Background: an optimization exercise with open tools, aiming at small area and a short achievable clock period. Do not read the settings as production practice.
No functional check of the RTL was part of this run.
Power figures rest on the tool's default switching activity, not on a simulated workload.

==> design.v <==
module RegFile (
    input         clk,
    input         rst_n,
    input         we,
    input  [4:0]  wa,
    input  [31:0] wd,
    input  [4:0]  ra1,
    output [31:0] rd1,
    input  [4:0]  ra2,
    output [31:0] rd2
);
    wire [31:0] q [1:31];
    wire [31:1] valid;
    wire [31:1] sel1, sel2;
    genvar g;
    generate
        for (g = 1; g < 32; g = g + 1) begin : r
            reg [31:0] d;
            reg v;
            wire wr = we && (wa == g);
            always @(posedge clk)
                if (wr) d <= wd;
            always @(posedge clk or negedge rst_n)
                if (~rst_n) v <= 1'b0;
                else if (wr) v <= 1'b1;
            assign valid[g] = v;
            assign q[g] = d;
            assign sel1[g] = valid[g] && (ra1 == g);
            assign sel2[g] = valid[g] && (ra2 == g);
        end
    endgenerate
    reg [31:0] r1, r2;
    integer i;
    always @* begin
        r1 = 32'b0;
        r2 = 32'b0;
        for (i = 1; i < 32; i = i + 1) begin
            r1 = r1 | ({32{sel1[i]}} & q[i]);
            r2 = r2 | ({32{sel2[i]}} & q[i]);
        end
    end
    assign rd1 = r1;
    assign rd2 = r2;
endmodule
module mips_pipe (
    input         clk,
    input         rst_n,
    input         irq,
    output [31:0] imem_addr,
    input  [31:0] imem_data,
    output        dmem_re,
    output        dmem_we,
    output [31:0] dmem_addr,
    output [31:0] dmem_wdata,
    input  [31:0] dmem_rdata
);
    reg  [31:0] PC;
    reg  [31:0] ID_I;         
    reg  [31:0] ID_PC4;       
    reg         EX_B, EX_J, EX_re, EX_we, EX_wr, EX_link, EX_IRQ;
    reg  [2:0]  EX_bt;        
    reg  [3:0]  EX_op;        
    reg         EX_fwdA, EX_fwdB, EX_fwdS;
    reg  [1:0]  EX_bIRQ;
    reg  [4:0]  EX_Rt, EX_dst;
    reg  [31:0] EX_A, EX_Bv, EX_P;
    reg         MEM_re, MEM_we, MEM_wr, MEM_link, MEM_IRQ, MEM_tk;
    reg  [4:0]  MEM_dst;
    reg  [31:0] MEM_ALUOut, MEM_X;
    wire [31:0] PC4 = {PC[31], PC[30:0] + 31'd4};
    wire IRQ = irq & ~PC[31];
    wire [5:0] op = ID_I[31:26];
    wire [5:0] fn = ID_I[5:0];
    wire [4:0] Rs = ID_I[25:21];
    wire [4:0] Rt = ID_I[20:16];
    wire [4:0] Rd = ID_I[15:11];
    wire [15:0] imm = ID_I[15:0];
    wire opR   = op == 6'h00;
    wire opJ   = op == 6'h02;
    wire opJAL = op == 6'h03;
    wire opLW  = op == 6'h23;
    wire opSW  = op == 6'h2b;
    wire opB   = op == 6'h01 || op == 6'h04 || op == 6'h05 || op == 6'h06 || op == 6'h07;
    wire opANDI = op == 6'h0c;
    wire opLUI  = op == 6'h0f;
    wire opSLTI = op == 6'h0a || op == 6'h0b;
    wire opI    = op == 6'h08 || op == 6'h09 || opSLTI || opANDI || opLUI;
    wire exc = ~(opR | opJ | opJAL | opLW | opSW | opB | opI);
    wire fJR   = opR && fn == 6'h08;
    wire fJALR = opR && fn == 6'h09;
    wire isJ   = opJ | opJAL | fJR | fJALR;
    wire fSH   = opR && (fn == 6'h00 || fn == 6'h02 || fn == 6'h03);    
    wire srcImm = ~(opR | opB);                                           
    wire regWrite = exc | ~(opSW | opB | opJ | fJR);
    wire link = exc | opJAL | fJALR;
    wire [4:0] dst = exc ? 5'd26 : opJAL ? 5'd31 : opR ? Rd : Rt;
    localparam OP_ADD = 4'd0, OP_SUB = 4'd1, OP_AND = 4'd2, OP_OR = 4'd3,
               OP_XOR = 4'd4, OP_NOR = 4'd5, OP_SLL = 4'd6, OP_SRL = 4'd7,
               OP_SRA = 4'd8, OP_SLT = 4'd9, OP_SLTU = 4'd10;
    reg [3:0] aluop;
    always @* begin
        aluop = OP_ADD;
        if (opR)
            case (fn)
                6'h22, 6'h23: aluop = OP_SUB;
                6'h24: aluop = OP_AND;
                6'h25: aluop = OP_OR;
                6'h26: aluop = OP_XOR;
                6'h27: aluop = OP_NOR;
                6'h00: aluop = OP_SLL;
                6'h02: aluop = OP_SRL;
                6'h03: aluop = OP_SRA;
                6'h2a: aluop = OP_SLT;
                6'h2b: aluop = OP_SLTU;
                default: aluop = OP_ADD;
            endcase
        else if (opANDI) aluop = OP_AND;
        else if (op == 6'h0a) aluop = OP_SLT;
        else if (op == 6'h0b) aluop = OP_SLTU;
    end
    wire [2:0] bt = (op == 6'h04) ? 3'd0 : (op == 6'h05) ? 3'd1 :
                    (op == 6'h06) ? 3'd2 : (op == 6'h07) ? 3'd3 : 3'd4;
    wire [31:0] rf1, rf2;
    wire [31:0] DataBusC;
    wire        rf_we = MEM_wr | MEM_IRQ;
    RegFile rgf (
        .clk(clk), .rst_n(rst_n),
        .we(rf_we), .wa(MEM_dst), .wd(DataBusC),
        .ra1(Rs), .rd1(rf1),
        .ra2(Rt), .rd2(rf2));
    wire bypA = MEM_wr && MEM_dst == Rs;
    wire bypB = MEM_wr && MEM_dst == Rt;
    wire [31:0] valA = bypA ? DataBusC : fSH ? {27'b0, ID_I[10:6]} : rf1;
    wire [31:0] valB = bypB ? DataBusC : rf2;
    wire [31:0] ext = {opANDI ? 16'h0000 : {16{imm[15]}}, imm};
    wire [31:0] luout = opLUI ? {imm, 16'h0000} : ext;
    wire [31:0] conba = {ID_PC4[31], ID_PC4[30:0] + {ext[28:0], 2'b00}};
    wire hazard = EX_re && (EX_Rt == Rs || EX_Rt == Rt);
    wire cond;
    wire taken = EX_B & cond;
    wire kill = hazard | taken | IRQ;
    reg [31:0] PC_base;
    always @* begin
        if (IRQ)       PC_base = 32'h80000004;
        else if (EX_B) PC_base = PC4;
        else if (exc)  PC_base = 32'h80000008;
        else if (opJ | opJAL) PC_base = {PC4[31:28], ID_I[25:0], 2'b00};
        else if (fJR | fJALR) PC_base = rf1;
        else           PC_base = PC4;
    end
    wire [31:0] PC_next = (taken & ~IRQ) ? EX_P : PC_base;
    always @(posedge clk or negedge rst_n) begin
        if (~rst_n)
            PC <= 32'h80000000;
        else if (~hazard)
            PC <= PC_next;
    end
    always @(posedge clk or negedge rst_n) begin
        if (~rst_n)
            ID_I <= 32'b0;
        else if (isJ | taken | IRQ)
            ID_I <= 32'b0;
        else if (~hazard)
            ID_I <= imem_data;
    end
    always @(posedge clk)
        ID_PC4 <= PC4;
    always @(posedge clk or negedge rst_n) begin
        if (~rst_n) begin
            EX_B <= 1'b0; EX_J <= 1'b0; EX_re <= 1'b0; EX_we <= 1'b0;
            EX_wr <= 1'b0; EX_link <= 1'b0; EX_IRQ <= 1'b0;
        end else begin
            EX_B    <= ~kill & opB;
            EX_J    <= ~kill & isJ;
            EX_re   <= ~kill & opLW;
            EX_we   <= ~kill & opSW;
            EX_wr   <= ~kill & regWrite & (dst != 5'd0);
            EX_link <= ~kill & link;
            EX_IRQ  <= IRQ;
        end
    end
    wire MEM_tk_n;
    always @(posedge clk) begin
        EX_op   <= aluop;
        EX_bt   <= bt;
        EX_bIRQ <= taken ? 2'b01 : (EX_J | MEM_tk) ? 2'b10 : 2'b00;
        EX_Rt   <= Rt;
        EX_dst  <= IRQ ? 5'd26 : dst;
        EX_fwdA <= EX_wr && EX_dst == Rs;
        EX_fwdB <= EX_wr && EX_dst == Rt && ~srcImm;
        EX_fwdS <= EX_wr && EX_dst == Rt;
        EX_A    <= valA;
        EX_Bv   <= srcImm ? luout : valB;
        EX_P    <= IRQ ? ID_PC4 : opSW ? valB : opB ? conba : ID_PC4;
    end
    wire [31:0] A  = EX_fwdA ? MEM_ALUOut : EX_A;
    wire [31:0] Bo = EX_fwdB ? MEM_ALUOut : EX_Bv;
    wire sub = EX_op == OP_SUB || EX_op == OP_SLT || EX_op == OP_SLTU;
    wire [32:0] sum = {A, 1'b1} + {Bo ^ {32{sub}}, sub};
    wire [31:0] s = sum[32:1];
    wire lt = (EX_op == OP_SLTU && (A[31] ^ Bo[31])) ? Bo[31] : s[31];
    wire isSLL = EX_op == OP_SLL;
    wire [31:0] shin;
    wire [31:0] shout;
    genvar k;
    generate
        for (k = 0; k < 32; k = k + 1) begin : rv
            assign shin[k] = isSLL ? Bo[31 - k] : Bo[k];
        end
    endgenerate
    wire fill = (EX_op == OP_SRA) & Bo[31];
    wire [63:0] shx = {{32{fill}}, shin} >> A[4:0];
    generate
        for (k = 0; k < 32; k = k + 1) begin : rv2
            assign shout[k] = isSLL ? shx[31 - k] : shx[k];
        end
    endgenerate
    reg [31:0] res;
    always @* begin
        case (EX_op)
            OP_AND:  res = A & Bo;
            OP_OR:   res = A | Bo;
            OP_XOR:  res = A ^ Bo;
            OP_NOR:  res = ~(A | Bo);
            OP_SLL, OP_SRL, OP_SRA: res = shout;
            OP_SLT, OP_SLTU: res = {31'b0, lt};
            default: res = s;
        endcase
    end
    wire eq = A == Bo;
    assign cond = (EX_bt == 3'd0) ? eq :
                  (EX_bt == 3'd1) ? ~eq :
                  (EX_bt == 3'd2) ? (A[31] | eq) :
                  (EX_bt == 3'd3) ? ~(A[31] | eq) :
                  A[31];
    wire [31:0] irq_tgt = (EX_bIRQ == 2'b00) ? EX_P - 32'd4 :
                          (EX_bIRQ == 2'b01) ? EX_P - 32'd8 :
                          ID_PC4 - 32'd4;
    wire [31:0] stdata = EX_fwdS ? MEM_ALUOut : EX_P;
    always @(posedge clk or negedge rst_n) begin
        if (~rst_n) begin
            MEM_re <= 1'b0; MEM_we <= 1'b0; MEM_wr <= 1'b0;
            MEM_IRQ <= 1'b0; MEM_tk <= 1'b0;
        end else begin
            MEM_re  <= EX_re;
            MEM_we  <= EX_we;
            MEM_wr  <= EX_wr;
            MEM_IRQ <= EX_IRQ;
            MEM_tk  <= taken;
        end
    end
    always @(posedge clk) begin
        MEM_link   <= EX_link;
        MEM_dst    <= EX_dst;
        MEM_ALUOut <= res;
        MEM_X      <= EX_we ? stdata : EX_IRQ ? irq_tgt : EX_P;
    end
    assign DataBusC = (MEM_link | MEM_IRQ) ? MEM_X :
                      MEM_re ? dmem_rdata : MEM_ALUOut;
    assign imem_addr  = PC;
    assign dmem_re    = MEM_re;
    assign dmem_we    = MEM_we;
    assign dmem_addr  = MEM_ALUOut;
    assign dmem_wdata = MEM_X;
endmodule
==> run.sh <==
#!/bin/bash
# synth_recipe.tcl (not shown) runs the flow's synth.tcl, then flattens the netlist and writes it again
# the make line also repeats each setting of config.mk as NAME=value (left out here)
make -C /OpenROAD-flow-scripts/flow DESIGN_CONFIG=/design/flow/config.mk WORK_HOME=/design/flow/orfs CLKGATE_MAP_FILE= SYNTH_SCRIPT=/design/flow/synth_recipe.tcl finish
==> config.mk <==
export PLATFORM = sky130hd
export DESIGN_NAME = mips_pipe
export DESIGN_NICKNAME = mips_pipe
export VERILOG_FILES = /design/flow/design.v
export SDC_FILE = /design/flow/constraint.sdc
export NUM_CORES = 8
export LEC_CHECK = 0
export CAP_MARGIN = 20
export CORE_MARGIN = 2
export CORE_UTILIZATION = 40
export SLEW_MARGIN = 20
==> constraint.sdc <==
create_clock -name core_clock -period 10.5 [get_ports {clk}]
set_input_delay 2.1000 -clock core_clock [delete_from_list [all_inputs] [get_ports {clk}]]
set_output_delay 2.1000 -clock core_clock [all_outputs]
set_load 0.01 [all_outputs]
==> flow_summary.ini <==
[worst_hold_path]
min_from = EX_dst[1]$_SDFF_PP1_
hold_path_end = MEM_dst[1]$_DFF_P_
hold_depth = 0
hold_class = flip-flop to flip-flop

[pwr]
power_density_mw_per_mm2 = 282
p_leak_nw = 27.5
vdd_ir_drop_max_mv = 0.200

[floorplan]
die_h_um = 409
die-area_mm2 = 0.167
rows = 148
pin_count = 165
coreArea_mm2 = 0.163
start_util = 0.403
die_w_um = 409

[synth]
yosysSeqAreaShare = 0.562
ys_top_cells_by_area = edfxtp_1 45%, a22oi_1 8.2%, dfxtp_1 6.7%
postSynthAreaPerCell_um2 = 11.3
syn-num-nets = 5982
synth_edf_count = 992
dominantRegCellSynth = edfxtp_1
ys_warn_count = 2
synth_top_area_frac = 0.454
yosys_register_bits = 1319
syn_inst = 5786
synth_area_mm2 = 0.0656
synthDistinctLibCells = 95
synth_area_leader_cell = edfxtp_1
async_flop_share = 0.0811

[layout]
final_net_count = 6061
final_layout_size_suffix_gt1_frac = 0.117
fill_cells = 14786
fin_util = 0.463
area_growth_pct = 14.9

[setup_path]
cp_max_fo = 33
reg2regPathDepth = 14
cp_data_arrival_time_ns = 5.98
r2r_start = EX_fwdA$_DFF_P_
crit_path_end_kind = flip-flop
r2r_end = MEM_ALUOut[0]$_DFF_P_
worstSetupPathType = flip-flop to flip-flop
worstPathRequired_ns = 11.22
start_kind = flip-flop
r2r_slack_ns = 5.24

[drt]
vias = 59853
via_per_inst = 7.32
drc_errors = 0
wl_per_cell_um = 42.3
ant_nets = 0
first_pass_iters = 14
drtIter0Drc = 13355
routed_wl_um = 346000

[clocking]
clockRootBuffer = clkbuf_16
cts_buffers = 144
cts_buffer_depth = 3
hold_buffers = 0
insertion_delay_ns = 0.83
cts_tree = built
postCtsSetupRepairBufs = 0
cts.clk_slew.worst_paths_ns = 0.07
postCtsResizedCells = 0
htreeDepth = 4
cts.sinks = 1319

[placement]
gp_congestion = 0.999
pre_cts_ws_ns = 5.43
io_buffers = 164
dp_hpwl_um = 209000

[sta]
hold_viol_final = 0
fin_crit_sh = 0.501
final.setup.tns_ns = 0
period_minus_slack_ns = 5.26
worstMarginPinSlew_ns = 1.34
finClkSkew_ns = 0.0493
setup_ws_ns = 5.24
setup_viol = 0
rsz0062_at_grt = no
fmax_mhz = 190
maxSlewViolCount = 0
relSlewSlack = 0.105

[grt]
grt_pass1_vias = 55572
grt_overflow = 0
grt_pass1_wl_um = 463000
grt_usage = 0.399
antenna_found_initial = 28
grt_max_degree = 77

[run_status]
status = no timing/DRC/antenna violations

[job]
drv_cap = 0
metal layers:
layer | global-route usage | routed length [um] | vias to the layer above
li1 | - | - | 22946
met1 | 0.476 | 116000 | 28936
met2 | 0.569 | 141000 | 6135
met3 | 0.177 | 56000 | 1806
met4 | 0.286 | 32300 | 30
met5 | 0 | 470 | -
cells in the mapped netlist, types with 128 or more instances:
cell,instances
a22oi_1,714
clkbuf_1,350
a21oi_1,275
dfxtp_1,220
nand2_1,426
o21ai_0,186
edfxtp_1,992
nand3_1,238
ha_1,128
nor2_1,294
and3_1,189
mux2i_1,214
cells in the final DEF, fill, tap and decap left out, types with 25 or more instances in the layout:
cell type	instances
o21ai_0	185
a22o_1	83
inv_1	89
clkbuf_16	148
a222oi_1	64
nor2_4	32
or4_1	37
clkinv_1	29
buf_4	210
diode_2	25
and3_1	155
nand2_1	424
clkdlybuf4s50_1	163
nand3_1	236
edfxtp_1	992
a221oi_1	106
or2_2	43
a21oi_1	251
and3_2	31
nand4_1	64
mux2i_1	211
dfxtp_1	217
a2111oi_0	43
a22oi_1	714
xnor2_1	101
clkbuf_1	29
dfrtp_1	105
ha_1	128
xor2_1	70
a31oi_1	42
nor3_1	79
o22ai_1	25
nor2_1	261
nor4_1	36
o211ai_1	30
a21o_1	38
mux2_2	43
kinds of logic after synthesis:
family          count (synthesis)  synth area share
buf+inv                       544            0.0325
flops                        1319             0.562
xor+xnor                      171            0.0228
simple gates                 1599             0.124
fa+ha+maj                     129            0.0247
compound gates               1761             0.192
mux                           263            0.0421
worst max path at each step:
stage	startpoint	endpoint	slack, ns
after floorplan	EX_fwdA$_DFF_P_	PC[10]$_DFFE_PN0N_	6.25
after global placement	EX_fwdA$_DFF_P_	MEM_ALUOut[0]$_DFF_P_	5.42
after detailed placement	EX_fwdA$_DFF_P_	MEM_ALUOut[0]$_DFF_P_	5.43
after CTS	EX_fwdA$_DFF_P_	MEM_ALUOut[0]$_DFF_P_	5.41
after global routing	EX_fwdA$_DFF_P_	MEM_ALUOut[0]$_DFF_P_	4.93
final	EX_fwdA$_DFF_P_	MEM_ALUOut[0]$_DFF_P_	5.24
cell type report:
cell class	count	area (um2)	area share
clock inverter	74	797	0.0106
timing repair buffer	375	3260	0.0432
antenna	25	62.6	0.000831
clock buffer	189	3980	0.0528
inverter	102	383	0.00508
multi-input combinational	3923	27200	0.362
sequential	1319	36900	0.490
tap	2175	2720	0.0361
worst max-delay path: stages, from the launching register on:
cell and delay, ns:
dfxtp_2 0.31, buf_4 0.51, mux2i_4 0.32, buf_4 0.38, clkinv_1 0.66, ha_1 0.62, a21oi_1 0.18, nor2_1 0.05
a2111oi_0 0.65, nand3_1 0.23, o211a_1 0.29, nor2_1 0.22, o311ai_0 0.22, mux2_2 0.31, o221ai_1 0.15
state kept, by name (all words and copies together) (netlist names), 32 cells and up:
signal / flops
rgf.r.d: 992
EX_A: 32
PC: 32
EX_Bv: 32
ID_PC4: 32
MEM_X: 32
EX_P: 32
ID_I: 32
MEM_ALUOut: 32
stage by stage:
stage / area [um2] / instances / power [mW] / hold slack [ns]
after floorplan: 65600 / 5786 / 11.7 / 0.324
after global placement: 70400 / 7891 / 15.5 / 0.394
after detailed placement: 70400 / 7893 / 15.5 / 0.391
after CTS: 75200 / 8156 / 20.7 / 0.402
after global routing: 75300 / 8164 / 21.6 / 0.405
final: 75300 / 8182 / 21.2 / 0.407
power by group:
group,total [mW],internal [mW],leakage [nW],switching [mW]
Sequential,8.13,7.25,12.2,0.879
Combinational,7.82,2.22,12.9,5.61
Clock,5.28,3.01,2.34,2.27

[what the ideal ports hide]
How much do the figures lean on ideal ports? The routed layout below was timed once more, with nothing changed but the port constraints. Step 1 assumes that a clkbuf_16 drives the clock port and a buf_2 every other input. Step 2 adds t to the input delays and takes it off the output delays; t is the mean of the earliest and latest rising clock arrival at the registers after step 1. Input paths then give back, and output paths get back, about the clock's delay inside the block. Three values: ideal ports, drivers, drivers and shift; two values: the first two.
t (ns): 0.879
slack for setup (ns): 5.243 / 5.243 / 5.243
latest minus earliest clock arrival (ns): 0.052 / 0.051
worst register clock-pin slew, ns: 0.07 / 0.07
After both steps setup and hold are still met in this run. For this run, drivers alone change the setup slack by 0.000 ns; drivers and shift together by 0.000 ns.
